From an optimization exercise on the open Yosys and OpenROAD flow, aimed at small area; shortcuts taken in it are not production practice. Only simulation tests tie the RTL to the original design; equivalence was not proved. The clock cells of this run come from the design's own scripts or RTL, not from TritonCTS. The clock port is modelled as an ideal driver, which makes a skipped or thinned clock tree look cheaper than it is; a real chip needs a root buffer or a tree. Power is estimated from default activity; no workload was simulated.

[flow/config.mk]
export PLATFORM = sky130hd
export DESIGN_NAME = vga_core
export DESIGN_NICKNAME = vga_core
export VERILOG_FILES = /design/flow/design.v
export SDC_FILE = /design/flow/constraint.sdc
export NUM_CORES = 4
export LEC_CHECK = 0
export CAP_MARGIN = 20
export CORE_MARGIN = 2
export CORE_UTILIZATION = 80
export SLEW_MARGIN = 20
[flow/constraint.sdc]
create_clock -name core_clock -period 10.0 [get_ports {clk_dot}]
set_input_delay 2.0000 -clock core_clock [delete_from_list [all_inputs] [get_ports {clk_dot}]]
set_output_delay 2.0000 -clock core_clock [all_outputs]
set_load 0.01 [all_outputs]
[flow/design.v]
`default_nettype none
module vga_timing
 (
   input  wire         reset,
   input  wire         clk_dot,
   output wire [10:0]  h,
   output wire [9:0]   v,
   output wire [10:0]  hn,
   output wire [9:0]   vn,
   output wire         h_end,        
   output wire         v_end,        
   output wire         new_frame,    
   output wire         vid_active,
   output wire         vga_hsync,
   output wire         vga_vsync
 );
 reg  [10:0] h_r;
 reg  [9:0]  v_r;
 assign h_end = h_r[10] & ( &h_r[4:0] );                              
 assign v_end = v_r[9] & v_r[6] & v_r[5] & v_r[4] & v_r[1] & v_r[0];  
 assign hn = h_end ? 11'd0 : h_r + 11'd1;
 assign vn = h_end ? ( v_end ? 10'd0 : v_r + 10'd1 ) : v_r;
 assign h  = h_r;
 assign v  = v_r;
 always @ ( posedge clk_dot or posedge reset ) begin
   if ( reset == 1 ) begin
     h_r <= 11'd837;
     v_r <= 10'd599;
   end else begin
     h_r <= hn;
     v_r <= vn;
   end
 end
 reg act_r;
 wire h_1053 = h_r[10] & h_r[4] & h_r[3] & h_r[2] & ~h_r[1] & h_r[0];
 wire h_797  = ( h_r == 11'd797 );
 always @ ( posedge clk_dot or posedge reset ) begin
   if ( reset == 1 )   act_r <= 1'b0;
   else if ( h_1053 )  act_r <= ( v_r <= 10'd597 ) || ( v_r >= 10'd626 );
   else if ( h_797 )   act_r <= 1'b0;
 end
 assign vid_active = act_r;
 assign new_frame  = v_end & h_1053;
 assign vga_hsync  = !h_r[10] && ( h_r[9:0] >= 10'd839 ) && ( h_r[9:0] <= 10'd966 );
 wire   p_2_218    = h_r[10] || ( h_r[9:0] >= 10'd839 );
 assign vga_vsync  = ( v_r >= 10'd600 && v_r <= 10'd602 ) ||
                     ( v_r == 10'd599 &&  p_2_218 ) ||
                     ( v_r == 10'd603 && !p_2_218 );
endmodule
`default_nettype none
module vga_core
(
  input  wire         reset,
  input  wire         color_3b,       
  input  wire         mode_bit,       
  input  wire         clk_dot,        
  input  wire  [31:0] random_num,     
  output wire  [23:0] vga_pixel_rgb,  
  output wire         vga_active,     
  output wire         vga_hsync,      
  output wire         vga_vsync       
);
  wire [10:0] h, hn;
  wire [9:0]  v, vn;
  wire        h_end, v_end, new_frame;
  vga_timing u0_vga_timing
  (
    .reset      ( reset      ),
    .clk_dot    ( clk_dot    ),
    .h          ( h          ),
    .v          ( v          ),
    .hn         ( hn         ),
    .vn         ( vn         ),
    .h_end      ( h_end      ),
    .v_end      ( v_end      ),
    .new_frame  ( new_frame  ),
    .vid_active ( vga_active ),
    .vga_hsync  ( vga_hsync  ),
    .vga_vsync  ( vga_vsync  )
  );
  reg          init;         
  reg          mode_p1;      
  reg          c3_p1;        
  reg          demo;         
  reg          first;        
  reg  [8:0]   line_d;       
  reg  [22:0]  line_rgb;
  reg  [23:0]  bx;           
  reg  [23:0]  by;           
  reg          x_neg, y_neg;      
  reg  [9:0]   x_frac, y_frac;    
  reg  [2:0]   lock;         
  reg  [22:0]  ball_rgb;
  reg          line_v, ball_v, dir_v;   
  reg          pix_hit;      
  reg  [22:0]  pix_rgb;
  always @ ( posedge clk_dot or posedge reset ) begin
    if ( reset == 1 ) init <= 1'b1;
    else              init <= 1'b0;
  end
  wire start = init | ~mode_bit;    
  wire rise  = mode_bit & ( ~mode_p1 | init );
  wire line_wrap = ( line_d == 9'd300 );
  wire line_load = ~mode_bit | ( new_frame & line_wrap );
  always @ ( posedge clk_dot ) begin
    if ( start ) begin
      line_d <= 9'd0;
    end else if ( new_frame == 1 ) begin
      line_d <= line_wrap ? 9'd0 : line_d + 9'd1;
    end
    line_v <= line_load | ( line_v & ~init );
    if ( line_load ) line_rgb <= random_num[22:0];
  end
  wire [15:0] bxi = bx[23:8];
  wire [15:0] byi = by[23:8];
  wire x_out = ( bxi < 16'd24 ) || ( bxi > 16'd760 );
  wire y_out = ( byi < 16'd24 ) || ( byi > 16'd542 );
  wire unlocked = ( lock == 3'd0 );
  wire sr0      = lock[0] & ~lock[1];
  wire x_bounce = unlocked && x_out;
  wire y_bounce = unlocked && y_out;
  reg        busy, x_flip, y_flip, x_c, y_c;
  wire [4:0] bit_i = h[4:0];
  wire       shift = busy & ~h[10];              
  wire       last  = shift & ( bit_i == 5'd23 );
  wire       lo10  = ( bit_i < 5'd10 );
  wire       x_g   = lo10 ? ( dir_v & x_frac[0] ) : ( bit_i == 5'd10 );
  wire       y_g   = lo10 ? ( dir_v & y_frac[0] ) : ( bit_i == 5'd10 );
  wire       x_d   = x_neg ^ x_g;
  wire       y_d   = y_neg ^ y_g;
  wire       x_s   = bx[0] ^ x_d ^ x_c;
  wire       y_s   = by[0] ^ y_d ^ y_c;
  always @ ( posedge clk_dot ) begin
    if ( start ) begin
      bx     <= 24'h008800;    
      by     <= 24'h002400;    
      x_neg  <= 1'b0;
      y_neg  <= 1'b0;
      busy   <= 1'b0;
    end else begin
      if ( new_frame ) busy <= 1'b1;
      if ( shift ) begin
        bx <= { x_s, bx[23:1] };
        by <= { y_s, by[23:1] };
      end
      if ( last ) begin
        busy  <= 1'b0;
        x_neg <= x_neg ^ x_flip;
        y_neg <= y_neg ^ y_flip;
      end
    end
    x_c <= shift & ~last & ( ( bx[0] & x_d ) | ( bx[0] & x_c ) | ( x_d & x_c ) );
    y_c <= shift & ~last & ( ( by[0] & y_d ) | ( by[0] & y_c ) | ( y_d & y_c ) );
    if ( new_frame ) begin
      x_flip <= x_bounce;
      y_flip <= y_bounce;
    end
    if ( init ) begin
      lock <= 3'd0;
    end else if ( mode_bit & new_frame ) begin
      lock <= { lock[1:0], x_bounce | y_bounce | sr0 };
    end
  end
  wire ball_load = ~mode_bit | ( new_frame & sr0 );
  always @ ( posedge clk_dot ) begin
    ball_v <= ball_load | ( ball_v & ~init );
    dir_v  <= ~mode_bit | ( dir_v & ~init );
    if ( ball_load ) ball_rgb <= random_num[22:0];
    if ( mode_bit == 0 ) begin
      x_frac <= random_num[11:2];
      y_frac <= random_num[23:14];
    end else if ( shift & lo10 ) begin
      x_frac <= { x_frac[0], x_frac[9:1] };
      y_frac <= { y_frac[0], y_frac[9:1] };
    end
  end
  reg  ball_hx, ball_hy;
  wire hx = ~h_end & ( ( h == bxi[10:0] ) | ( ball_hx & ( hn[3:0] != bxi[3:0] ) ) );
  wire hy = h_end ? ( ~v_end & ( ( v == byi[9:0] ) | ( ball_hy & ( vn[3:0] != byi[3:0] ) ) ) )
                  : ball_hy;
  always @ ( posedge clk_dot ) begin
    if ( start ) begin
      ball_hx <= ( hn >= 11'd137 ) && ( hn <= 11'd151 );    
      ball_hy <= ( vn >= 10'd37 ) && ( vn <= 10'd51 );      
    end else begin
      ball_hx <= hx;
      ball_hy <= hy & ~last;
    end
  end
  wire ball_hit = ( bxi[15:11] == 5'd0 ) && hx && ( byi[15:10] == 6'd0 ) && hy;
  wire [10:0] ld = { 2'd0, line_d };
  function sum_is;
    input [10:0] a, b, k;
    input        cin;
    reg   [11:0] c;
    reg   [10:0] co;
    begin
      c  = { 1'b0, a ^ b ^ k };
      co = ( k & a & b ) | ( ~k & ( a | b ) );
      sum_is = ( c[0] == cin ) && ( c[11:1] == co );
    end
  endfunction
  wire line_hit = ( hn == ld ) || sum_is( hn, ld, 11'd800, 1'b0 ) ||
                  ( { 1'b0, vn } == ld ) || sum_is( { 1'b0, vn }, ld, 11'd600, first );
  always @ ( posedge clk_dot or posedge reset ) begin
    if ( reset == 1 ) begin
      demo <= 1'b0;
    end else begin
      if ( rise ) demo <= ~demo;
    end
  end
  always @ ( posedge clk_dot ) begin
    mode_p1 <= mode_bit;
    c3_p1   <= color_3b;
    first   <= init | ( first & ~new_frame );
    if ( init )         pix_hit <= 1'b0;
    else if ( mode_p1 ) pix_hit <= demo ? line_hit : ball_hit;
    if ( mode_p1 ) pix_rgb <= demo ? ( line_v ? line_rgb : 23'd0 ) : ( ball_v ? ball_rgb : 23'd0 );
  end
  wire [2:0] bar = h[9:7];
  wire r_en = bar[0] ^ bar[1];
  wire g_en = bar[2] | ( bar[1] & bar[0] );
  wire b_en = ~bar[0];
  wire [7:0] ramp = { h[6:0], 1'b0 };
  wire [23:0] tp  = { r_en ? ramp : 8'd0, g_en ? ramp : 8'd0, b_en ? ramp : 8'd0 };
  wire [23:0] dp  = pix_hit ? { 1'b1, pix_rgb } : 24'd0;
  wire [23:0] raw = mode_p1 ? dp : tp;
  assign vga_pixel_rgb = c3_p1 ? { {8{raw[23]}}, {8{raw[15]}}, {8{raw[7]}} } : raw;
endmodule
[flow/flow/run.sh]
#!/bin/bash
# Own flow: the standard layout (standard.sh, unchanged synthesis), with
# the smallest buffer on the ports and a clock tree of small buffers without
# dummy loads.  Each tool's output is in orfs/logs; make's own output is in
# flow_make.log here.
set -euo pipefail
CTS="-sink_clustering_enable -repair_clock_nets -sink_clustering_size 30 -sink_clustering_max_diameter 100 -buf_list {sky130_fd_sc_hd__clkbuf_8} -dont_use_dummy_load"
bash standard.sh "BUFFER_PORTS_ARGS=-buffer_cell sky130_fd_sc_hd__buf_1" "CTS_ARGS=$CTS" "POST_CTS_TCL=$PWD/flow/post_cts.tcl" MCTS_K=12 MCTS_KX=3 MCTS_LEAF=sky130_fd_sc_hd__clkbuf_8 MCTS_ROOT=sky130_fd_sc_hd__clkbuf_16 finish > flow_make.log 2>&1
[flow/flow/mcts.tcl]
# Clock tree rebuilt after TritonCTS: one root buffer driven by the clock
# port, feeding MCTS_K leaf buffers, each driving the flip-flops of one
# region of the core (flip-flops split by x, then by y, into equal groups).
# The flip-flops keep their places; the new buffers are placed at their
# groups' centres and legalised.
set mcts_block [ord::get_db_block]
set mcts_db    [ord::get_db]
set mcts_k     [expr { [info exists ::env(MCTS_K)] ? $::env(MCTS_K) : 4 }]
set mcts_kx    [expr { [info exists ::env(MCTS_KX)] ? $::env(MCTS_KX) : 2 }]
set mcts_leafm [$mcts_db findMaster $::env(MCTS_LEAF)]
set mcts_rootm [$mcts_db findMaster $::env(MCTS_ROOT)]
set mcts_clk   [$mcts_block findNet clk_dot]

# flip-flop clock pins
set mcts_sinks {}
foreach inst [$mcts_block getInsts] {
  if { [[$inst getMaster] isSequential] } {
    lappend mcts_sinks [$inst findITerm CLK]
  }
}
# remove the clock buffers TritonCTS made, and their nets
set mcts_old_nets {}
foreach inst [$mcts_block getInsts] {
  set name [$inst getName]
  if { [string match "clkbuf_*" $name] || [string match "clkload*" $name] } {
    foreach it [$inst getITerms] {
      set n [$it getNet]
      if { $n != "NULL" && [$n getName] != "clk_dot" && [$n getSigType] == "CLOCK" } {
        lappend mcts_old_nets $n
      }
      $it disconnect
    }
    odb::dbInst_destroy $inst
  }
}
foreach it $mcts_sinks { $it disconnect }
foreach n [lsort -unique $mcts_old_nets] {
  if { [llength [$n getITerms]] == 0 && [llength [$n getBTerms]] == 0 } { odb::dbNet_destroy $n }
}
# group the sinks
proc mcts_xy { it } {
  set inst [$it getInst]
  set loc [$inst getLocation]
  return $loc
}
set mcts_items {}
foreach it $mcts_sinks {
  set loc [mcts_xy $it]
  lappend mcts_items [list [lindex $loc 0] [lindex $loc 1] $it]
}
set mcts_items [lsort -integer -index 0 $mcts_items]
set n [llength $mcts_items]
set ky [expr { $mcts_k / $mcts_kx }]
set groups {}
for { set gx 0 } { $gx < $mcts_kx } { incr gx } {
  set a [expr { $gx * $n / $mcts_kx }]
  set b [expr { ($gx + 1) * $n / $mcts_kx - 1 }]
  set col [lsort -integer -index 1 [lrange $mcts_items $a $b]]
  set m [llength $col]
  for { set gy 0 } { $gy < $ky } { incr gy } {
    set c [expr { $gy * $m / $ky }]
    set d [expr { ($gy + 1) * $m / $ky - 1 }]
    lappend groups [lrange $col $c $d]
  }
}
# root buffer
set rootnet [odb::dbNet_create $mcts_block clknet_root]
$rootnet setSigType CLOCK
set root [odb::dbInst_create $mcts_block $mcts_rootm clkbuf_root]
[$root findITerm A] connect $mcts_clk
[$root findITerm X] connect $rootnet
set sx 0; set sy 0; set ng 0
set i 0
foreach g $groups {
  set net [odb::dbNet_create $mcts_block clknet_leaf_$i]
  $net setSigType CLOCK
  set buf [odb::dbInst_create $mcts_block $mcts_leafm clkbuf_leaf_$i]
  [$buf findITerm A] connect $rootnet
  [$buf findITerm X] connect $net
  set x 0; set y 0
  foreach e $g { incr x [lindex $e 0]; incr y [lindex $e 1]; [lindex $e 2] connect $net }
  set x [expr { $x / [llength $g] }]; set y [expr { $y / [llength $g] }]
  $buf setLocation $x $y
  $buf setPlacementStatus PLACED
  incr sx $x; incr sy $y; incr ng
  incr i
}
$root setLocation [expr { $sx / $ng }] [expr { $sy / $ng }]
$root setPlacementStatus PLACED
puts "mcts: [llength $mcts_sinks] sinks in $ng groups"
detailed_placement
check_placement -verbose
[flow/flow/post_cts.tcl]
# After CTS: rebuild the clock tree with fewer buffers (mcts.tcl), downsize
# cells off the critical paths (power recovery, which here means smaller
# cells), then repair slew and capacitance again and legalise.
source [file join [file dirname [info script]] mcts.tcl]
estimate_parasitics -placement
repair_timing -recover_power 100 -match_cell_footprint
repair_design -match_cell_footprint
detailed_placement
check_placement -verbose
[flow/standard.sh]
#!/bin/bash
# synth_recipe.tcl (not shown) runs the flow's synth.tcl, then flattens the netlist and writes it again
# the make line also repeats each setting of config.mk as NAME=value (left out here)
make -C /OpenROAD-flow-scripts/flow DESIGN_CONFIG=/design/flow/config.mk WORK_HOME=/design/flow/orfs CLKGATE_MAP_FILE= SYNTH_SCRIPT=/design/flow/synth_recipe.tcl "${@:-finish}"
==> summary.txt <==
## worst max-delay path by stage
stage	from	end	slack, ps	cells past startpoint
after floorplan	mode_p1	vga_pixel_rgb[10]	5910	5
after detailed placement	u0_vga_timing.h_r[0]	pix_hit	5840	13
final	mode_p1	vga_pixel_rgb[2]	5210	5
after global routing	mode_p1	vga_pixel_rgb[10]	5050	5
after global placement	u0_vga_timing.h_r[0]	pix_hit	5860	13
## synthesized netlist by cell type (23+ instances only)
library cell / count
a21oi_1: 61
a22o_1: 23
clkbuf_1: 39
dfxtp_1: 74
edfxtp_1: 91
ha_1: 29
inv_1: 34
nand2_1: 146
nand3_1: 26
nor2_1: 40
o21ai_0: 30
xnor2_1: 36
xor2_1: 24
## state kept, by name, indices dropped and copies added (netlist names), 11 cells and up
register / flops
by: 24
line_rgb: 23
ball_rgb: 23
bx: 24
u0_vga_timing.h_r: 11
pix_rgb: 23
## cell families (layout without fill, tap and decap cells)
kind of cell | after synthesis | in the layout | synth area share
fa+ha+maj | 31 | 31 | 0.0439
xor+xnor | 60 | 60 | 0.0573
compound gates | 183 | 183 | 0.134
flops | 189 | 189 | 0.526
buf+inv | 94 | 111 | 0.0417
other cells | 1 | 1 | 0.000409
simple gates | 316 | 316 | 0.167
mux | 24 | 24 | 0.0289
## area by class of cell
cell class	count	share of cell area
inverter	34	0.0133
timing repair buffer	64	0.0317
sequential	189	0.504
multi-input combinational	615	0.412
tap	143	0.0187
buffer	13	0.0198
## metrics by stage
step                      hold WS [ps]  cells  power [µW]
after floorplan                    419    898         985
after global placement             426   1041        1030
after detailed placement           448   1041        1040
after global routing               473   1058        1410
final                              462   1058        1380
## cell usage in the layout (no fill, tap or decap), types with 3 or more instances in the layout
master and n:
a211oi_1 4, a21boi_0 3, a21o_1 7, a21oi_1 61
a221o_1 15, a22o_1 23, a31oi_1 11, and2_1 7
and3_1 10, buf_1 56, clkbuf_8 12, dfrtp_1 12
dfstp_2 11, dfxtp_1 74, edfxtp_1 91, ha_1 29
inv_1 34, mux2_1 5, mux2_2 15, mux2i_1 4
nand2_1 145, nand2b_1 4, nand3_1 26, nand3b_1 4
nand4_1 14, nand4b_1 3, nor2_1 40, nor3_1 22
nor4_1 12, o211ai_1 5, o21a_1 3, o21ai_0 30
or3_1 6, or4_1 4, xnor2_1 36, xor2_1 24
## power by group through the flow
stage               sequential, µW  combinational [µW]  clock (µW)
finish                         895                 134         353
global route                   896                 142         368
detailed placement             909                 129           0
global placement               905                 122           0
floorplan                      896                89.1           0
## worst reg2reg max path: cells and delay by family (launching register included)
family / cells / cell delay, ps
AOI/OAI and AO/OA: 4 / 790
adders and majority gates: 3 / 890
DFF: 1 / 810
and+or+nand+nor: 6 / 1990
## routing by layer
metal  global-route usage  part of all wire  wire [µm]
met1                0.488              0.38       8720
met5                    0                 0          0
met2                0.634              0.49      11200
met3               0.0525             0.099       2290
met4                0.121             0.040        917
==> results.tsv <==
stage	metric	value	unit
run_status	status	finished clean	
synth	syn_area	9170	µm²
global_routing	grt_pass1_wl	36.3	mm
sta	tightest_slew	1090	ps
global_routing	gr-usage-all-layers	0.368	
worst_setup_path	path_delay_family	simple AND/OR/NAND/NOR gates	
global_routing	grt_max_degree	52	
drt	drc	0	
power	seqPwrFrac	0.648	
synth	synth-seq-cells	189	
placed_design	placed_area	9350	µm²
synth	yosysTopAreaCellShare	0.298	
synth	async_flop_share	0.127	
sta	finalCriticalPeriod	4790	ps
placed_design	numPortBuffers	54	
placed_design	place_ws	5840	ps
synth	synthCells	898	
synth	synth_fp_nets	965	
floorplanning	die_area	12300	µm²
final_layout	regArea	4830	µm²
sta	hold_violations	0	
worst_setup_path	critical_path_class	reg2out	
worst_setup_path	slowest_stage	nor2_1	
drt	drt_wl_total	23.2	mm
floorplanning	ios	63	
worst_setup_path	start_kind	register	
placed_design	globalplace.congestion	1.01	
sta	clock_skew	24.7	ps
worst_setup_path	critical_path.cell_chain	buf_2, nand2_1, nor2_1, a221o_1, buf_1	
floorplanning	num_rows	39	
worst_setup_path	arrival	2790	ps
power	p_int	1050	µW
synth	syn_area_per_cell	10.2	µm²
synth	synth_edf_count	91	
clock_network	clkTransAtPathRegs	90	ps
global_routing	grt_overflow	0	
synth	synth.distinct_cells	68	
worst_hold_path	min-delay-start	by[1]	
sta	relSlewSlack	0.271	
worst_hold_path	hold_depth	2	
final_layout	finalInstanceArea	9580	µm²
worst_setup_path	reg2reg_to	pix_hit	
sta	period_share	0.479	
drt	ant_nets	0	
floorplanning	initial_utilization	0.810	
power	clock_power_share	0.255	
final_layout	multi_input_area	3950	µm²
worst_setup_path	cp.required	8000	ps
floorplanning	coreArea	11300	µm²
worst_setup_path	regToRegStartpoint	u0_vga_timing.h_r[0]	
sta	rsz0062_at_grt	false	
global_routing	grt_pass1_vias	7086	
worst_hold_path	hold_class	reg2reg	
global_routing	antenna_found_initial	0	
sta	finalSetupViolCount	0	
synth	yosysWarnings	2	
worst_setup_path	reg2reg_depth	13	
worst_setup_path	path_max_fanout	35	
worst_setup_path	max_stage_delay	830	ps
worst_setup_path	crit_buf_inv	2	
floorplanning	die_y	111	µm
drt	dr.pass1.iters	5	
synth	synth_flop_cell	edfxtp_1	
floorplanning	die_w	111	µm
sta	fin_ws	5210	ps
power	share_comb_of_total_power	0.097	
drt	vias_per_cell	6.91	
final_layout	area_delta_synth_final	4.46	%
final_layout	drive_above_1_share	0.0623	
clock_network	clock_sinks	189	
power	powerDensity	144	nW/µm²
power	swShare	0.241	
synth	synth.area.top_cells	edfxtp_1, dfxtp_1, nand2_1	
final_layout	num-nets-final	984	
drt	wl_per_cell	21.9	µm
synth	yosysSeqAreaShare	0.526	
worst_setup_path	regToRegSetupSlack	5480	ps
power	p_leak	0.00349	µW
sta	max_freq	209	MHz
clock_network	insertion_delay	390	ps
worst_hold_path	hold_end	by[1]	
final_layout	fillers	590	
drt	vias	7307	
power	vdd_ir_drop_max	0.158	mV
synth	yosysTopAreaCell	edfxtp_1	
sta	finalSetupTns	0	ps
sta	finalMaxSlewViolations	0	
final_layout	diodes	0	
final_layout	final_core_util	0.846	
drt	drt-initial-drc-count	924	
flow_run	maxCapViolations	0	
worst_setup_path	critPathCaptureType	output pin	
placed_design	hpwl	15.6	mm
power	power_switching	333	µW

re-timing with driven ports:
How much do the figures lean on ideal ports? The routed layout below was timed once more, with nothing changed but the port constraints.
Step 1 assumes that a clkbuf_16 drives the clock port and a buf_2 every other input.
Step 2 also shifts input and output timing later by t, the mid clock arrival at the registers, as if the neighbouring blocks saw the same clock.
Three values: ideal, step 1, step 2; two values: the first two.
t (ns): 0.419
slack for setup (ns): 5.209 / 5.172 / 5.469
worst register clock-pin slew, ns: 0.12 / 0.12
cell pins on the clock port's net: 1
After both steps this run still meets setup and hold. For this run, drivers alone change the setup slack by -0.037 ns; drivers and shift together by +0.260 ns.
